From an optimization exercise on the open Yosys and OpenROAD flow, aimed at small area and a short achievable clock period; shortcuts taken in it are not production practice.
Only simulation tests tie the RTL to the original design; equivalence was not proved.
Power figures rest on the tool's default switching activity, not on a simulated workload.

==> flow/design.v, too long to show whole: its modules and the start of the top module <==
// module matrix_alu: 2051 lines
// module fa: 4 lines
// module ha: 4 lines
// module xnor2m: 3 lines
// module or2m: 3 lines
// module ao22m: 3 lines
// module aoi21m: 3 lines
// module add8: 13 lines
module matrix_alu (
    input  wire         clk,
    input  wire         resetn,
    input  wire [31:0]  A,
    input  wire [31:0]  B,
    input  wire [1:0]   op,
    output wire [127:0] C
);
  // ...
==> flow/flow/run.sh <==
#!/bin/bash
# Own layout flow: the standard ORFS flow (standard synthesis unchanged),
# with small, fast port buffers (buf_2 instead of the default delay buffer).
set -euo pipefail
bash standard.sh BUFFER_PORTS_ARGS="-buffer_cell sky130_fd_sc_hd__buf_2" finish > orfs_flow.log 2>&1
==> flow/standard.sh <==
#!/bin/bash
# synth_recipe.tcl (not shown) runs the flow's synth.tcl, then flattens the netlist and writes it again
# the make line also repeats each setting of config.mk as NAME=value (left out here)
make -C /OpenROAD-flow-scripts/flow DESIGN_CONFIG=/design/flow/config.mk WORK_HOME=/design/flow/orfs CLKGATE_MAP_FILE= SYNTH_SCRIPT=/design/flow/synth_recipe.tcl "${@:-finish}"
==> flow/config.mk <==
export PLATFORM = sky130hd
export DESIGN_NAME = matrix_alu
export DESIGN_NICKNAME = matrix_alu
export VERILOG_FILES = /design/flow/design.v
export SDC_FILE = /design/flow/constraint.sdc
export NUM_CORES = 4
export LEC_CHECK = 0
export CAP_MARGIN = 20
export CORE_MARGIN = 2
export CORE_UTILIZATION = 40
export SETUP_SLACK_MARGIN = 1.6
export SLEW_MARGIN = 20
export SYNTH_HIERARCHICAL = 1
export SYNTH_MINIMUM_KEEP_SIZE = 0
==> flow/constraint.sdc <==
create_clock -name core_clock -period 6.5 [get_ports {clk}]
set_input_delay 1.3000 -clock core_clock [delete_from_list [all_inputs] [get_ports {clk}]]
set_output_delay 1.3000 -clock core_clock [all_outputs]
set_load 0.01 [all_outputs]
==> run_results.csv, run 1 <==
group,metric,value,unit
worst_setup_path,crit_buf_inv,3,
worst_setup_path,cp.required,5.20,ns
final_layout,nNetsFinal,2389,
sta,layout_min_cycle_time,5.30,ns
yosys,yosys_most_used_dff,"dfxtp_1",
cts,cts.sinks,112,
cts,cts.repair_timing.setup_buffer_count,66,
final_layout,top_regs,"t_q: 32 flops, a_q: 28 flops",
detailed_routing,dr.pass1.iters,5,
detailed_routing,wl_met2,27900,µm
final_layout,layout.non_clock_inverters,94,
final_layout,nMultiInputCombCells,1533,
outcome,status,"no timing/DRC/antenna violations",
worst_setup_path,critPathLaunch,"d2_q[1][0]",
sta,whs,0.729,ns
power,finalPower,5530,µW
sta,slew_headroom,0.320,
yosys,yosys.area_share.simple,0.128,
yosys,syn_inst,1831,
yosys,synth_area,0.0148,mm²
yosys,synth_compound_area_frac,0.320,
floorplan,core,0.0365,mm²
yosys,yosys.area.top_type,"a22o_1",
global_routing,grt_overflow_total,0,
final_layout,largestClassByArea,"multi-input combinational cells",
global_routing,use_met1,0.476,
final_layout,nFillCells,3535,
final_layout,final_common_cell,"a22o_1",
place,portBuffers,195,
power,p_leak,0.00817,µW
worst_setup_path,crit_chain,"buf_6, a22o_1, a21oi_1, or2_1, fa_1, or2_1, fa_2, xnor2_2, inv_1, ha_2, a2111oi_4, nor3_2, xnor2_1, o221ai_2, buf_2",
place,dp.cells,2507,
yosys,synthesis.nets,2087,
final_layout,utilization,0.511,
yosys,synth_edf_count,0,
==> run 2, diff against run 1 <==
--- a/flow/design.v
+++ b/flow/design.v
@@ -2019,40 +2019,40 @@
     assign m33_x381 = m33_x379 ^ m33_x380;
     wire m33_x382;
     assign m33_x382 = m33_x381 ^ m33_c374;
     wire m33_x383;
     assign m33_x383 = m33_x382 ^ m33_c376;
     wire m33_x384;
     assign m33_x384 = m33_x383 ^ m33_k378;
     wire [7:0] p33 = {~m33_x384, ~m33_h377, ~m33_s371, ~m33_h367, ~m33_s363, ~m33_h361, ~m33_pp0_1, ~m33_pp0_0};
-    wire [7:0] mm0 = p00 + p12;
-    wire [7:0] mm1 = p01 + p13;
-    wire [7:0] mm2 = p20 + p32;
-    wire [7:0] mm3 = p21 + p33;
     assign C[127:120] = {8{kro_q}} & p00;
     assign C[119:112] = {8{kro_q}} & p01;
     assign C[111:104] = {8{kro_q}} & p10;
     assign C[103:96] = {8{kro_q}} & p11;
     assign C[95:88] = {8{kro_q}} & p02;
     assign C[87:80] = {8{kro_q}} & p03;
     assign C[79:72] = {8{kro_q}} & p12;
     assign C[71:64] = {8{kro_q}} & p13;
     assign C[63:56] = {8{kro_q}} & p20;
     assign C[55:48] = {8{kro_q}} & p21;
     assign C[47:40] = {8{kro_q}} & p30;
     assign C[39:32] = {8{kro_q}} & p31;
-    wire [7:0] s0 = a0 + b0 + {7'd0, sub_q};
-    assign C[31:24] = ({8{as_q}} & s0) | ({8{mul_q}} & mm0) | ({8{kro_q}} & p22);
-    wire [7:0] s1 = a1 + b1 + {7'd0, sub_q};
-    assign C[23:16] = ({8{as_q}} & s1) | ({8{mul_q}} & mm1) | ({8{kro_q}} & p23);
-    wire [7:0] s2 = a2 + b2 + {7'd0, sub_q};
-    assign C[15:8] = ({8{as_q}} & s2) | ({8{mul_q}} & mm2) | ({8{kro_q}} & p32);
-    wire [7:0] s3 = a3 + b3 + {7'd0, sub_q};
-    assign C[7:0] = ({8{as_q}} & s3) | ({8{mul_q}} & mm3) | ({8{kro_q}} & p33);
+    wire [7:0] x0 = ({8{mul_q}} & p00) | ({8{as_q}} & a0);
+    wire [7:0] y0 = ({8{mul_q}} & p12) | ({8{kro_q}} & p22) | ({8{as_q}} & b0);
+    assign C[31:24] = x0 + y0 + {7'd0, sub_q};
+    wire [7:0] x1 = ({8{mul_q}} & p01) | ({8{as_q}} & a1);
+    wire [7:0] y1 = ({8{mul_q}} & p13) | ({8{kro_q}} & p23) | ({8{as_q}} & b1);
+    assign C[23:16] = x1 + y1 + {7'd0, sub_q};
+    wire [7:0] x2 = ({8{mul_q}} & p20) | ({8{as_q}} & a2);
+    wire [7:0] y2 = ({8{mul_q | kro_q}} & p32) | ({8{as_q}} & b2);
+    assign C[15:8] = x2 + y2 + {7'd0, sub_q};
+    wire [7:0] x3 = ({8{mul_q}} & p21) | ({8{as_q}} & a3);
+    wire [7:0] y3 = ({8{mul_q | kro_q}} & p33) | ({8{as_q}} & b3);
+    assign C[7:0] = x3 + y3 + {7'd0, sub_q};
 endmodule
 module fa (input wire a, input wire b, input wire ci, output wire s, output wire co);
     assign s  = a ^ b ^ ci;
     assign co = (a & b) | (ci & (a ^ b));
 endmodule
 module ha (input wire a, input wire b, output wire s, output wire co);
     assign s  = a ^ b;
     assign co = a & b;
==> flow/config.mk (replaced) <==
export PLATFORM = sky130hd
export DESIGN_NAME = matrix_alu
export DESIGN_NICKNAME = matrix_alu
export VERILOG_FILES = /design/flow/design.v
export SDC_FILE = /design/flow/constraint.sdc
export NUM_CORES = 4
export LEC_CHECK = 0
export CAP_MARGIN = 20
export CORE_MARGIN = 2
export CORE_UTILIZATION = 40
export SETUP_SLACK_MARGIN = 1.0
export SLEW_MARGIN = 20
export SYNTH_HIERARCHICAL = 1
export SYNTH_MINIMUM_KEEP_SIZE = 0
==> run_results.csv, run 2 <==
group,metric,value,unit
outcome,status,"no timing/DRC/antenna violations",
sta,fin_crit_sh,0.847,
yosys,ys_seq_elements,112,
global_routing,antenna_found_initial,1,
floorplan,die_h,191,µm
yosys,synth_fa_ha_area_frac,0.198,
detailed_routing,drt.antenna.violating_nets,0,
final_layout,largest_reg_flops,32,
yosys,synth_top_area_frac,0.163,
sta,tightest_slew,0.797,ns
global_routing,grt_pass1_vias,14000,
yosys,synthesis.nets,1949,
sta,layout_min_cycle_time,5.50,ns
worst_setup_path,cp_common_cell,"or2_1",
yosys,synth_area,0.0140,mm²
detailed_routing,drt-total-wl,60800,µm
yosys,avgSynthCellArea,8.10,µm²
final_layout,top_regs,"t_q: 32 flops, a_q: 28 flops",
final_layout,diodes,0,
sta,rsz0062_at_grt,"true",
final_layout,seqCellArea,0.00243,mm²
sta,setup_ws,0.995,ns
power,ir_worst_vdd,0.162,mV
power,finalPower,4280,µW
detailed_routing,num_vias,15200,
cts,clockRootBuffer,"clkbuf_16",
yosys,syn_inst,1725,
cts,cts_tree,"yes",
final_layout,nNetsFinal,2178,
cts,clockBufferDepth,2,
yosys,synthMuxAreaShare,0,
sta,tns,0,ns
detailed_routing,via_per_inst,6.29,
power,p_leak,0.00707,µW
global_routing,grt_max_degree,71,
worst_setup_path,cp.arrival,4.20,ns
sta,drv_slew,0,
final_layout,final_cell_mix,"a21oi_1, a22o_1, buf_2",
yosys,synth_compound_area_frac,0.354,
global_routing,grt_first_pass_wirelength,87700,µm
sta,slew_headroom,0.469,
yosys,synth_edf_count,0,
yosys,synthTopCellsByCount,"a21oi_1, a22o_1, o21ai_0",
worst_setup_path,critPathLaunchType,"flop",
detailed_routing,routedWlPerCell,25.2,µm
sta,whs,0.747,ns
yosys,yosys_most_used_dff,"dfxtp_1",
final_layout,area_delta_synth_final,20.4,%
yosys,synth_top_family_by_area,"compound AO/OA/AOI/OAI gates",
sta,fmax,182,MHz
yosys,synth_cell_type_count,43,
worst_setup_path,cp.required,5.20,ns
global_routing,track_usage,0.320,
worst_setup_path,critPathMaxFanout,8,
final_layout,fin_cells,2414,
cts,cts-buffers-inserted,9,
floorplan,initial_core_util,0.405,
floorplan,pin_count,196,
final_layout,nFillCells,3452,
cts,holdBufCountCts,0,
place,portBuffers,195,
final_layout,multi_input_area,0.0113,mm²
floorplan,row_count,68,
worst_setup_path,endpoint_kind,"primary output",
final_layout,top_register,"t_q",
cts,cts.sinks,112,
worst_setup_path,crit_chain,"buf_8, a22o_1, a21oi_2, fa_1, or2_1, fa_2, or2_1, xor2_1, xnor2_1, xnor3_1, and2_4, a2111o_1, nand3_4, xnor2_4, buf_2",
final_layout,drive_gt1_frac,0.223,
min_path,hp-class,"input pin to async pin",
yosys,synthTopCellsByArea,"a22o_1, dfxtp_1, fa_1, a21oi_1, xnor2_1",
yosys,yosys.area.top_type,"a22o_1",
yosys,synth_most_common_cell,"a21oi_1",
flow_run,drv_cap,0,
global_routing,grt_overflow_total,0,
cts,cts_htree_levels,3,
final_layout,final_common_cell,"a21oi_1",
floorplan,die_w,191,µm
detailed_routing,dr.pass1.iters,6,
worst_setup_path,crit_path_top_delay_cell,"fa_1",
yosys,synth_seq_area_share,0.162,
sta,setup_violations,0,
sta,hold_viol_final,0,
floorplan,core,0.0345,mm²
place,gp_routability_congestion,0.942,
detailed_routing,first_iter_violations,2208,
floorplan,die_area,0.0364,mm²
place,dp.cells,2358,
yosys,ys_warn_count,12,
yosys,synthXorXnorAreaFrac,0.124,
worst_setup_path,path_class,"flop to primary output",
worst_setup_path,slowest_delay,0.46,ns
place,place_ws,0.771,ns
yosys,yosys.area_share.simple,0.121,
yosys,async_flop_share,0.0357,
detailed_routing,drc,0,
power,p_per_area,254,mW/mm²
cts,clkTransAtPathRegs,0.08,ns
place,dp_hpwl,44100,µm
-- run 2: cell types whose count changed after synthesis, moves of 8 or more --
cell	change
a21oi_1	-8
or2_2	-20
nand2_1	-28
a22oi_1	-13
inv_1	-44
buf_2	+8
o21bai_1	-10
xnor2_1	-46
ha_1	-28
a21o_1	-10
nor2_1	-18
xnor3_1	+10
o21ai_0	+106
-- run 2: worst max path at each step --
stage,startpoint,end,depth (start not counted)
after global placement,t_q[2][0],C[23],14
after CTS,d3_q[3][1],C[23],15
after global routing,d2_q[3][0],C[23],15
final,d2_q[3][0],C[23],15
after floorplan,t_q[1][0],C[23],14
after detailed placement,t_q[2][0],C[23],14
-- run 2: repair_timing --
item,4_1_cts,5_1_grt
setup endpoints to repair,6,5
pin swaps,1,12
buffers inserted,12,24
resized for setup,68,81
gates cloned,2,2
-- run 2: Yosys stat by module (local to each module, per instance) --
module	flops+latches	area (µm²)	times used
matrix_alu	112	9090	1
fa	0	20.0	96
ao22m	0	8.76	256
xnor2m	0	8.76	48
or2m	0	6.26	48
-- run 2: area by class of cell --
class | instances | area share
multi-input cells | 1466 | 0.669
flip-flops and latches | 112 | 0.144
repair buffers | 316 | 0.124
well taps | 455 | 0.0338
clock buffers | 9 | 0.0134
inverters | 49 | 0.0109
clock inverters | 7 | 0.00402
-- run 2: cells by family (layout without fill, tap and decap cells) --
| kind of cell | Yosys count | in the layout |
|---|---|---|
| adders and majority gates | 156 | 156 |
| and+or+nand+nor | 373 | 373 |
| xor gates and xnor gates | 182 | 182 |
| AOI/OAI and AO/OA | 755 | 755 |
| DFF | 112 | 112 |
| buffers and inverters | 147 | 381 |
-- run 2: critical path, delay by kind of cell, from the launching register on --
family,cells,cell delay (ns)
xor+xnor,4,0.75
compound gates,3,0.76
flops,1,0.39
buf+inv,2,0.29
fa+ha+maj,2,0.86
simple gates,4,0.80
-- run 2: power breakdown --
group / internal [µW] / total, µW / switching, µW
registers: 755 / 1030 / 274
logic: 1260 / 2690 / 1430
clock network: 274 / 562 / 288
-- run 2: routing by layer --
layer,global-route usage,vias up,part of all wire,wire [µm]
met4,0.135,2,0.045,2740
met3,0.0945,201,0.14,8280
met5,0,-,0.00018,11
met1,0.448,7190,0.41,24900
li1,-,6688,-,-
met2,0.454,1102,0.41,24900
-- run 2: through the flow --
step                       util  area (µm²)
after global routing      0.488       16800
after floorplan               -       14000
final                     0.488       16800
after global placement    0.457       15800
after CTS                 0.474       16300
after detailed placement  0.457       15800

re-timing with driven ports:
The results above use ideal ports. As a check the final layouts listed here were re-extracted and re-timed, cells and wires unchanged. Step 1 (the two cells are an assumption about what drives the block):
set clk [get_ports {clk}]
set_driving_cell -lib_cell sky130_fd_sc_hd__clkbuf_16 $clk
set_driving_cell -lib_cell sky130_fd_sc_hd__buf_2 [delete_from_list [all_inputs] $clk]
Step 2 adds t to the input delays and takes it off the output delays; t is the mean of the earliest and latest rising clock arrival at the registers after step 1. Input paths then give back, and output paths get back, about the clock's delay inside the block. a / b / c = no drivers / after step 1 / after step 2; a / b = the first two.
| run | shift t [ns] | slack for setup (ns) | worst setup path after step 2 | cell pins on the clock port's net |
|---|---|---|---|---|
| run 1 | 0.407 | 1.202 / 1.155 / 1.563 | register to output | 1 |
| run 2 | 0.392 | 0.995 / 0.949 / 1.341 | register to output | 1 |
After both steps setup and hold are still met in every run listed.
